Background: an optimization exercise with open tools, aiming at small area and a short achievable clock period. Do not read the settings as production practice. The RTL was checked by simulation tests, not by an equivalence proof against the original design.

==> module fractal, before the edit <==
module fractal(
input Clk_100M, reset,
input [15:0]startX,  
input [15:0]startY,
input [15:0]stepX,  
input [15:0]stepY,
output [7:0] divOut,
output [18:0] addr_w,
output wire display,
output wire wea
    );
reg [2:0]  cc;
reg [9:0]  colCount;
reg [8:0]  rowCount;
reg        tempGo;
reg [15:0] xRegTemp;      
reg [15:0] yRegTemp;      
reg [15:0] sX, sY;        
reg [15:0] xReg1;         
reg [15:0] yReg1;
reg [18:0] currAddr;
wire load = (cc == 3'd5);
reg [1:0] colBits, rowBits;
always @(*) begin
	case (cc)
		3'd0:    begin colBits = colCount[1:0]; rowBits = rowCount[1:0]; end
		3'd1:    begin colBits = colCount[3:2]; rowBits = rowCount[3:2]; end
		3'd2:    begin colBits = colCount[5:4]; rowBits = rowCount[5:4]; end
		3'd3:    begin colBits = colCount[7:6]; rowBits = rowCount[7:6]; end
		default: begin colBits = colCount[9:8]; rowBits = {1'b0, rowCount[8]}; end
	endcase
end
wire [15:0] newX = startX + xRegTemp;
wire [15:0] newY = startY + yRegTemp;
always @(posedge Clk_100M) begin
	if (reset) begin
		cc       <= 3'd0;
		colCount <= 10'h3ff;
		rowCount <= 9'd0;
		tempGo   <= 1'b0;
		xRegTemp <= 16'd0;
		yRegTemp <= 16'd0;
		xReg1    <= 16'd0;
		yReg1    <= 16'd0;
		currAddr <= 19'd0;
	end else begin
		cc <= load ? 3'd0 : cc + 3'd1;
		if (load) begin
			xReg1    <= newX;
			yReg1    <= newY;
			xRegTemp <= 16'd0;
			yRegTemp <= 16'd0;
			currAddr <= (colCount == 10'd0 && rowCount == 9'd0) ? 19'd0 : currAddr + 19'd1;
			if (colCount == 10'd639)
				tempGo <= 1'b1;
		end else begin
			xRegTemp <= xRegTemp + sX * colBits;
			yRegTemp <= yRegTemp + sY * rowBits;
		end
		if (cc == 3'd4) begin
			if (colCount == 10'd639) begin
				colCount <= 10'd0;
				rowCount <= (rowCount == 9'd479) ? 9'd0 : rowCount + 9'd1;
			end else begin
				colCount <= colCount + 10'd1;
			end
		end
	end
end
always @(posedge Clk_100M) begin
	if (reset) begin
		sX <= 16'd0;
		sY <= 16'd0;
	end else begin
		sX <= load ? stepX : {sX[13:0], 2'b00};
		sY <= load ? stepY : {sY[13:0], 2'b00};
	end
end
assign addr_w  = currAddr;
assign display = tempGo;
assign wea     = 1'b1;
function inrange;
	input [15:0] v;
	inrange = (v[15:13] == 3'b000) | (v[15:13] == 3'b111) | (v == 16'h2000);
endfunction
reg [15:0] mx, my;
reg [14:0] pxn, pyn;      
reg        mAcc;          
reg        eB;            
reg [2:0]  mIdx;          
reg        first;         
wire        uBig;
wire [15:0] unx, uny;
diverge_pipe step(.X(mx[14:0]), .Y(my[14:0]), .Xp(~pxn), .Yp(~pyn), .cx(xReg1), .cy(yReg1),
	.big(uBig), .nx(unx), .ny(uny));
wire        mEsc   = mAcc | (eB & ~first);           
wire        mRange = ~inrange(mx) | ~inrange(my);     
always @(posedge Clk_100M) begin
	first <= load;
	eB    <= uBig;
	if (load) begin
		mx   <= newX;
		my   <= newY;
		pxn  <= ~newX[14:0];
		pyn  <= ~newY[14:0];
		mAcc <= 1'b0;
	end else begin
		mx   <= unx;
		my   <= uny;
		pxn  <= ~unx[14:0];
		pyn  <= ~uny[14:0];
		mAcc <= mEsc | mRange;
		if (!mEsc) mIdx <= cc;
	end
end
reg [15:0] cxT, cyT;      
reg [15:0] dIn;
reg [15:0] tA;            
reg [27:0] acc;
reg        tEsc;          
reg [2:0]  tIdx;
reg        bD;            
reg        resEsc;
reg [2:0]  resIdx;
reg        outEsc;
reg [2:0]  outIdx;
reg        accOn;         
reg        selX;          
reg        selU;          
always @(posedge Clk_100M) begin
	accOn <= (cc == 3'd0) | (cc == 3'd3);
	selX  <= (cc == 3'd0);
	selU  <= (cc == 3'd1);
end
wire [15:0] sqIn  = {selU ? dIn[15] : dIn[14], dIn[14:0]};
wire [27:0] e1;
wire [15:0] e2;
diverge_tail tail(.a(sqIn), .acc1(accOn ? acc : 28'hbff_ffff), .acc2(acc),
	.c(selX ? cxT : cyT), .e1(e1), .e2(e2));
wire        tBig = ~e1[27];
always @(posedge Clk_100M) begin
	acc <= e1;
	dIn <= load ? unx : tA;
	if (load)
		tA <= uny;
	else if (cc == 3'd0)
		tA <= {dIn[14], dIn[14:0]} - {tA[14], tA[14:0]};
	else
		tA <= e2;
	if (load) begin
		cxT <= xReg1;
		cyT <= yReg1;
	end
	bD <= tBig;
	case (cc)
		3'd5: begin
			tEsc   <= mEsc | mRange;
			tIdx   <= mEsc ? mIdx : 3'd5;
			resEsc <= tEsc | bD;
			resIdx <= tIdx;
		end
		3'd0: begin
			if (!(tEsc | eB)) tIdx <= 3'd6;
			tEsc <= tEsc | eB | ~inrange(dIn) | ~inrange(tA);
		end
		3'd2: begin
			tEsc <= tEsc | bD;
		end
		3'd3: begin
			if (!tEsc) tIdx <= 3'd7;
			tEsc <= tEsc | ~inrange(dIn) | ~inrange(tA);
		end
		default: ;
	endcase
	if (cc == 3'd3) begin
		outEsc <= resEsc;
		outIdx <= resIdx;
	end
end
assign divOut = outEsc ? {5'd0, outIdx} : 8'd100;
endmodule
export LEC_CHECK = 0
export CAP_MARGIN = 20
export CORE_MARGIN = 2
export CORE_UTILIZATION = 45
export SETUP_SLACK_MARGIN = 5.0
export SLEW_MARGIN = 20
create_clock -name core_clock -period 11.0 [get_ports {Clk_100M}]
standard.sh (not shown) runs the stock make flow with config.mk's settings and CLKGATE_MAP_FILE= SYNTH_SCRIPT=/design/flow/synth_recipe.tcl, a recipe that flattens the netlist after the stock synthesis.
==> flow/flow/run.sh <==
#!/bin/bash
# Layout flow: the standard flow (standard.sh) with one change to synthesis.
# Yosys's synth normally runs "abc -fast" before ORFS extracts full adders
# (extract_fa); abc restructures the adder trees first, and the adders it
# leaves are found with mixed polarities, which puts an inverter between many
# pairs of full-adder cells. Here the adders are extracted before "abc -fast".
# Everything else (registers, flattening, renaming, the rest of ORFS) is the
# standard flow.
set -euo pipefail
cd "$(dirname "$0")/.."
{
  cat <<'TCL'
proc synth {args} {
  if {[lsearch -exact $args "fine:"] >= 0} {
    yosys synth -nofsm -noshare -noabc {*}$args
    yosys extract_fa
    yosys abc -fast
    yosys opt -fast
  } else {
    yosys synth -nofsm -noshare {*}$args
  }
}
TCL
  tail -n +2 synth_recipe.tcl
} > flow/fa_synth.tcl
sed "s#$PWD/synth_recipe.tcl#$PWD/flow/fa_synth.tcl#g" standard.sh > flow/fa_standard.sh
grep -q fa_synth.tcl flow/fa_standard.sh
bash flow/fa_standard.sh > flow_make.log 2>&1
Rerun with:
--- a/flow/design.v
+++ b/flow/design.v
@@ -1640,11 +1640,10 @@
 wire load = (cc == 3'd5);
 reg [1:0] colBits, rowBits;
 always @(*) begin
-	case (cc)
-		3'd0:    begin colBits = colCount[1:0]; rowBits = rowCount[1:0]; end
-		3'd1:    begin colBits = colCount[3:2]; rowBits = rowCount[3:2]; end
-		3'd2:    begin colBits = colCount[5:4]; rowBits = rowCount[5:4]; end
-		3'd3:    begin colBits = colCount[7:6]; rowBits = rowCount[7:6]; end
+	case (cc[1:0])
+		2'd0:    begin colBits = colCount[3:2]; rowBits = rowCount[3:2]; end
+		2'd1:    begin colBits = colCount[5:4]; rowBits = rowCount[5:4]; end
+		2'd2:    begin colBits = colCount[7:6]; rowBits = rowCount[7:6]; end
 		default: begin colBits = colCount[9:8]; rowBits = {1'b0, rowCount[8]}; end
 	endcase
 end
@@ -1666,12 +1665,12 @@
 		if (load) begin
 			xReg1    <= newX;
 			yReg1    <= newY;
-			xRegTemp <= 16'd0;
-			yRegTemp <= 16'd0;
+			xRegTemp <= stepX * colCount[1:0];
+			yRegTemp <= stepY * rowCount[1:0];
 			currAddr <= (colCount == 10'd0 && rowCount == 9'd0) ? 19'd0 : currAddr + 19'd1;
 			if (colCount == 10'd639)
 				tempGo <= 1'b1;
-		end else begin
+		end else if (!cc[2]) begin
 			xRegTemp <= xRegTemp + sX * colBits;
 			yRegTemp <= yRegTemp + sY * rowBits;
 		end
@@ -1690,8 +1689,8 @@
 		sX <= 16'd0;
 		sY <= 16'd0;
 	end else begin
-		sX <= load ? stepX : {sX[13:0], 2'b00};
-		sY <= load ? stepY : {sY[13:0], 2'b00};
+		sX <= load ? {stepX[13:0], 2'b00} : {sX[13:0], 2'b00};
+		sY <= load ? {stepY[13:0], 2'b00} : {sY[13:0], 2'b00};
 	end
 end
 assign addr_w  = currAddr;
@@ -1703,31 +1702,26 @@
 endfunction
 reg [15:0] mx, my;
 reg [14:0] pxn, pyn;      
-reg        mAcc;          
-reg        eB;            
+reg        mEsc;          
 reg [2:0]  mIdx;          
-reg        first;         
 wire        uBig;
 wire [15:0] unx, uny;
 diverge_pipe step(.X(mx[14:0]), .Y(my[14:0]), .Xp(~pxn), .Yp(~pyn), .cx(xReg1), .cy(yReg1),
 	.big(uBig), .nx(unx), .ny(uny));
-wire        mEsc   = mAcc | (eB & ~first);           
-wire        mRange = ~inrange(mx) | ~inrange(my);     
+wire        uOut = uBig | ~inrange(mx) | ~inrange(my);
 always @(posedge Clk_100M) begin
-	first <= load;
-	eB    <= uBig;
 	if (load) begin
 		mx   <= newX;
 		my   <= newY;
 		pxn  <= ~newX[14:0];
 		pyn  <= ~newY[14:0];
-		mAcc <= 1'b0;
+		mEsc <= 1'b0;
 	end else begin
 		mx   <= unx;
 		my   <= uny;
 		pxn  <= ~unx[14:0];
 		pyn  <= ~uny[14:0];
-		mAcc <= mEsc | mRange;
+		mEsc <= mEsc | uOut;
 		if (!mEsc) mIdx <= cc;
 	end
 end
@@ -1735,9 +1729,8 @@
 reg [15:0] dIn;
 reg [15:0] tA;            
 reg [27:0] acc;
-reg        tEsc;          
+reg        tEsc;
 reg [2:0]  tIdx;
-reg        bD;            
 reg        resEsc;
 reg [2:0]  resIdx;
 reg        outEsc;
@@ -1769,25 +1762,26 @@
 		cxT <= xReg1;
 		cyT <= yReg1;
 	end
-	bD <= tBig;
 	case (cc)
 		3'd5: begin
-			tEsc   <= mEsc | mRange;
-			tIdx   <= mEsc ? mIdx : 3'd5;
-			resEsc <= tEsc | bD;
-			resIdx <= tIdx;
+			tEsc <= mEsc | uOut;
+			tIdx <= mEsc ? mIdx : 3'd5;
 		end
 		3'd0: begin
-			if (!(tEsc | eB)) tIdx <= 3'd6;
-			tEsc <= tEsc | eB | ~inrange(dIn) | ~inrange(tA);
+			if (!tEsc) tIdx <= 3'd6;
+			tEsc <= tEsc | ~inrange(dIn) | ~inrange(tA);
 		end
-		3'd2: begin
-			tEsc <= tEsc | bD;
+		3'd1: begin
+			tEsc <= tEsc | tBig;
 		end
 		3'd3: begin
 			if (!tEsc) tIdx <= 3'd7;
 			tEsc <= tEsc | ~inrange(dIn) | ~inrange(tA);
 		end
+		3'd4: begin
+			resEsc <= tEsc | tBig;
+			resIdx <= tIdx;
+		end
 		default: ;
 	endcase
 	if (cc == 3'd3) begin
The changed run finished with timing, DRC and antenna clean.
Die area is higher by a few percent.
Flip-flop and latch count is lower by 7.
Clock skew is lower by 0.0089 ns.
Routed wire length is higher by a little under a tenth.
Count of clock-buffer cells in the layout is lower by 11.

## re-timing with driven ports
No port has a modelled driver above. Below, the same layouts with a new extraction and two added sets of constraints.
Step 1: set_driving_cell puts a clkbuf_16 on Clk_100M and a buf_2 on each other input, an assumption about the parent block.
Step 2, shift: input delay + t, output delay - t, t = (earliest + latest rising clock arrival at the registers) / 2. This alone moves slack from input paths to output paths.
Three values: no drivers, after step 1, after step 2; two values: the first two.
| run | t, ns | setup slack, ns | worst setup path after step 2 |
|---|---|---|---|
| the first run | 0.655 | 5.034 / 5.034 / 5.034 | register to register |
| the second run | 0.636 | 5.087 / 5.087 / 5.087 | register to register |
After both steps setup and hold are still met in every run listed.
